Source: an optimization exercise on an open RTL-to-GDS flow (aim: small area and a short achievable clock period). Production flows keep margins and buffers that such runs may drop.
The RTL was checked by simulation tests, not by an equivalence proof against the original design.
Power and IR drop assume default switching activity.

// fpga_top
module fpga_top (clk, rstn, addr, we, dx, dw, dt, out);
  input clk;
  input we;
  input [255:0] dx;
  input [255:0] dw;
  input [15:0] dt;
  input [2:0] addr;
  input rstn;
  output out;
  wire [255:0] mm = dx ^ dw;
  wire s1, c2;
  wire s3, c4;
  wire s5, c6;
  wire s7, c8;
  wire s9, c10;
  wire s11, c12;
  wire s13, c14;
  wire s15, c16;
  wire s17, c18;
  wire s19, c20;
  wire s21, c22;
  wire s23, c24;
  wire s25, c26;
  wire s27, c28;
  wire s29, c30;
  wire s31, c32;
  wire s33, c34;
  wire s35, c36;
  wire s37, c38;
  wire s39, c40;
  wire s41, c42;
  wire s43, c44;
  wire s45, c46;
  wire s47, c48;
  wire s49, c50;
  wire s51, c52;
  wire s53, c54;
  wire s55, c56;
  wire s57, c58;
  wire s59, c60;
  wire s61, c62;
  wire s63, c64;
  wire s65, c66;
  wire s67, c68;
  wire s69, c70;
  wire s71, c72;
  wire s73, c74;
  wire s75, c76;
  wire s77, c78;
  wire s79, c80;
  wire s81, c82;
  wire s83, c84;
  wire s85, c86;
  wire s87, c88;
  wire s89, c90;
  wire s91, c92;
  wire s93, c94;
  wire s95, c96;
  wire s97, c98;
  wire s99, c100;
  wire s101, c102;
  wire s103, c104;
  wire s105, c106;
  wire s107, c108;
  wire s109, c110;
  wire s111, c112;
  wire s113, c114;
  wire s115, c116;
  wire s117, c118;
  wire s119, c120;
  wire s121, c122;
  wire s123, c124;
  wire s125, c126;
  wire s127, c128;
  wire s129, c130;
  wire s131, c132;
  wire s133, c134;
  wire s135, c136;
  wire s137, c138;
  wire s139, c140;
  wire s141, c142;
  wire s143, c144;
  wire s145, c146;
  wire s147, c148;
  ...
Size: about 1400 cells after synthesis, about 540 I/O pins, roughly 0.021 sq mm of cells after synthesis.
clock: 10.0 ns
lec_check: 0
cap_margin: 20
core_margin: 2
core_utilization: 40
slew_margin: 20
standard.sh (not shown) runs the stock make flow with config.mk's settings and CLKGATE_MAP_FILE= SYNTH_SCRIPT=/design/flow/synth_recipe.tcl, a recipe that flattens the netlist after the stock synthesis.
==> flow/flow/run.sh <==
#!/bin/bash
# The standard layout with three changes:
#  1. after the standard synthesis, invpush.py flips full adders (and xor/xnor
#     gates) to remove most inverters between them (same function, same registers);
#  2. the port buffers are sky130_fd_sc_hd__buf_1;
#  3. timing repair aims at a shorter period (SETUP_SLACK_MARGIN);
#  4. clock tree of clkbuf_8 without dummy loads.
set -euo pipefail
MARGIN=${MARGIN:-7}
bash standard.sh synth > flow_synth.log 2>&1
R=orfs/results/sky130hd/fpga_top/base
cp $R/1_2_yosys.v $R/1_2_yosys.standard.v
python3 flow/invpush.py $R/1_2_yosys.standard.v $R/1_2_yosys.v > flow_invpush.log 2>&1
rm -f $R/1_synth.odb $R/1_synth.sdc
bash standard.sh "BUFFER_PORTS_ARGS=-buffer_cell sky130_fd_sc_hd__buf_1" SETUP_SLACK_MARGIN=$MARGIN "CTS_ARGS=-sink_clustering_enable -repair_clock_nets -dont_use_dummy_load -buf_list sky130_fd_sc_hd__clkbuf_8 -sink_clustering_size 18 -sink_clustering_max_diameter 70" finish > flow_layout.log 2>&1
Other scripts of this flow, unchanged in this note and not shown: flow/flow/invpush.py
The starting point produced a clean layout.
==> next run, changes <==
--- a/flow/flow/run.sh
+++ b/flow/flow/run.sh
@@ -7,5 +7,5 @@
 #  4. clock tree of clkbuf_8 without dummy loads.
 set -euo pipefail
-MARGIN=${MARGIN:-7}
+MARGIN=${MARGIN:-6.8}
 bash standard.sh synth > flow_synth.log 2>&1
 R=orfs/results/sky130hd/fpga_top/base
After rerunning: Area after synthesis does not change; setup slack gets worse by 0.061 ns; core utilization falls by 0.51 points; routed wire length drops slightly; die area stays the same; non-clock buffer count goes down by 3; final area drops slightly; sequential share of layout area climbs by 0.43 points; first-iteration DRC count goes up by roughly a tenth; hold slack gets better by 0.035 ns.
==> next run, changes <==
--- a/flow/flow/run.sh
+++ b/flow/flow/run.sh
@@ -7,5 +7,5 @@
 #  4. clock tree of clkbuf_8 without dummy loads.
 set -euo pipefail
-MARGIN=${MARGIN:-6.8}
+MARGIN=${MARGIN:-7.1}
 bash standard.sh synth > flow_synth.log 2>&1
 R=orfs/results/sky130hd/fpga_top/base
Result:
- The new run completed without violations
- worst hold slack got worse by 0.040 ns
- clock skew came out lower by 0.088 ns
- synthesized area does not change
- critical path depth decreases by 3
- power is higher by about 5.6%
- routed wire length went up by about 0.8%
- setup slack improved by 0.051 ns
- synthesized cell count is unchanged
- design area climbs by about 2.6%

Another version of the RTL of fpga_top (not shown whole).
Size: about 1400 cells after synthesis, roughly 21000 um2 of cells after synthesis.
Settings: LEC_CHECK=0, CAP_MARGIN=20, CORE_MARGIN=2, CORE_UTILIZATION=40, SLEW_MARGIN=20; clock period 10.0 ns.
==> flow/flow/run.sh <==
#!/bin/bash
# The standard layout with three changes:
#  1. after the standard synthesis, invpush.py flips full adders (and xor/xnor
#     gates) to remove most inverters between them (same function, same registers);
#  2. the port buffers are sky130_fd_sc_hd__buf_1;
#  3. timing repair aims at a shorter period (SETUP_SLACK_MARGIN);
#  4. clock tree of clkbuf_8 without dummy loads.
set -euo pipefail
MARGIN=${MARGIN:-7}
bash standard.sh synth > flow_synth.log 2>&1
R=orfs/results/sky130hd/fpga_top/base
cp $R/1_2_yosys.v $R/1_2_yosys.standard.v
python3 flow/invpush.py $R/1_2_yosys.standard.v $R/1_2_yosys.v > flow_invpush.log 2>&1
rm -f $R/1_synth.odb $R/1_synth.sdc
bash standard.sh "BUFFER_PORTS_ARGS=-buffer_cell sky130_fd_sc_hd__buf_1" SETUP_SLACK_MARGIN=$MARGIN "CTS_ARGS=-sink_clustering_enable -repair_clock_nets -dont_use_dummy_load -buf_list sky130_fd_sc_hd__clkbuf_8 -sink_clustering_size 18 -sink_clustering_max_diameter 70 -root_buf sky130_fd_sc_hd__clkbuf_16" finish > flow_layout.log 2>&1
Other scripts of this flow, unchanged in this note and not shown: flow/flow/invpush.py
Rerun with:
--- a/flow/flow/run.sh
+++ b/flow/flow/run.sh
@@ -14,2 +14,2 @@
 rm -f $R/1_synth.odb $R/1_synth.sdc
-bash standard.sh "BUFFER_PORTS_ARGS=-buffer_cell sky130_fd_sc_hd__buf_1" SETUP_SLACK_MARGIN=$MARGIN "CTS_ARGS=-sink_clustering_enable -repair_clock_nets -dont_use_dummy_load -buf_list sky130_fd_sc_hd__clkbuf_8 -sink_clustering_size 18 -sink_clustering_max_diameter 70 -root_buf sky130_fd_sc_hd__clkbuf_16" finish > flow_layout.log 2>&1
+bash standard.sh "BUFFER_PORTS_ARGS=-buffer_cell sky130_fd_sc_hd__buf_1" SETUP_SLACK_MARGIN=$MARGIN "CTS_ARGS=-sink_clustering_enable -repair_clock_nets -dont_use_dummy_load -buf_list sky130_fd_sc_hd__clkbuf_8 -sink_clustering_size 12 -sink_clustering_max_diameter 50" finish > flow_layout.log 2>&1
Settings changed: CORE_UTILIZATION 40 to 55.
Outcome:
- setup slack improves by 0.0098 ns
- maximum frequency climbs slightly
- synthesized area stays the same
Rerun with:
--- a/flow/flow/run.sh
+++ b/flow/flow/run.sh
@@ -14,2 +14,2 @@
 rm -f $R/1_synth.odb $R/1_synth.sdc
-bash standard.sh "BUFFER_PORTS_ARGS=-buffer_cell sky130_fd_sc_hd__buf_1" SETUP_SLACK_MARGIN=$MARGIN "CTS_ARGS=-sink_clustering_enable -repair_clock_nets -dont_use_dummy_load -buf_list sky130_fd_sc_hd__clkbuf_8 -sink_clustering_size 12 -sink_clustering_max_diameter 50" finish > flow_layout.log 2>&1
+bash standard.sh "BUFFER_PORTS_ARGS=-buffer_cell sky130_fd_sc_hd__buf_1" SETUP_SLACK_MARGIN=$MARGIN "CTS_ARGS=-sink_clustering_enable -repair_clock_nets -dont_use_dummy_load -buf_list sky130_fd_sc_hd__clkbuf_8 -sink_clustering_size 18 -sink_clustering_max_diameter 70" finish > flow_layout.log 2>&1
Settings changed: CORE_UTILIZATION 55 to 40.
Outcome: The changed run went through all stages and came out clean; routed wire length goes down by a few percent; worst setup slack loses 0.096 ns; non-clock buffer count grows by 1; cell area hardly moves.
Rerun with:
--- a/flow/flow/run.sh
+++ b/flow/flow/run.sh
@@ -14,2 +14,2 @@
 rm -f $R/1_synth.odb $R/1_synth.sdc
-bash standard.sh "BUFFER_PORTS_ARGS=-buffer_cell sky130_fd_sc_hd__buf_1" SETUP_SLACK_MARGIN=$MARGIN "CTS_ARGS=-sink_clustering_enable -repair_clock_nets -dont_use_dummy_load -buf_list sky130_fd_sc_hd__clkbuf_8 -sink_clustering_size 18 -sink_clustering_max_diameter 70" finish > flow_layout.log 2>&1
+bash standard.sh "BUFFER_PORTS_ARGS=-buffer_cell sky130_fd_sc_hd__buf_1" SETUP_SLACK_MARGIN=$MARGIN "CTS_ARGS=-sink_clustering_enable -repair_clock_nets -dont_use_dummy_load -buf_list sky130_fd_sc_hd__clkbuf_8 -sink_clustering_size 12 -sink_clustering_max_diameter 50" finish > flow_layout.log 2>&1
Effect: Clock skew shrinks by 0.026 ns. Maximum frequency grows by 2.5%. Power grows by 2.0%. Sequential share of layout area shrinks by 0.32 points. Die area is unchanged. Via count grows by 1.1%. Critical path depth does not change. Global-route usage grows by 0.24 points.

==> re-timing with driven ports <==
The results above use ideal ports. As a check the final layouts listed here were re-extracted and re-timed, cells and wires unchanged.
Step 1 sets driving cells, clkbuf_16 on the clock port and buf_2 on the other inputs (assumed; they add their load-dependent delay and slew).
Step 2, shift: input delay + t, output delay - t, t = (earliest + latest rising clock arrival at the registers) / 2. This alone moves slack from input paths to output paths.
Slacks: no drivers / after step 1 / after step 2; pairs: no drivers / after step 1.
| run | t (ns) | slack for setup (ns) | worst setup path after step 2 | clock arrival spread, ns | slew at the worst register clock pin (ns) |
|---|---|---|---|---|---|
| the first run of note 1 | 0.668 | 6.916 / 6.873 / 6.388 | input to register | 0.068 / 0.068 | 0.11 / 0.11 |
| the second run of note 1 | 0.654 | 6.855 / 6.843 / 6.224 | input to register | 0.165 / 0.165 | 0.11 / 0.11 |
| the third run of note 1 | 0.670 | 6.906 / 6.865 / 6.389 | input to register | 0.069 / 0.069 | 0.12 / 0.12 |
| the first run of note 2 | 0.577 | 6.967 / 6.937 / 6.414 | input to register | 0.069 / 0.070 | 0.11 / 0.11 |
| the second run of note 2 | 0.595 | 6.977 / 6.934 / 6.389 | input to register | 0.069 / 0.069 | 0.08 / 0.08 |
| the third run of note 2 | 0.654 | 6.881 / 6.843 / 6.396 | input to register | 0.095 / 0.095 | 0.11 / 0.11 |
| the fourth run of note 2 | 0.623 | 6.959 / 6.918 / 6.361 | input to register | 0.071 / 0.070 | 0.08 / 0.08 |
After both steps every run listed still meets setup and hold. The setup slack of the second run of note 1, which loses most, moves by -0.012 ns with the drivers and by -0.631 ns with both steps.
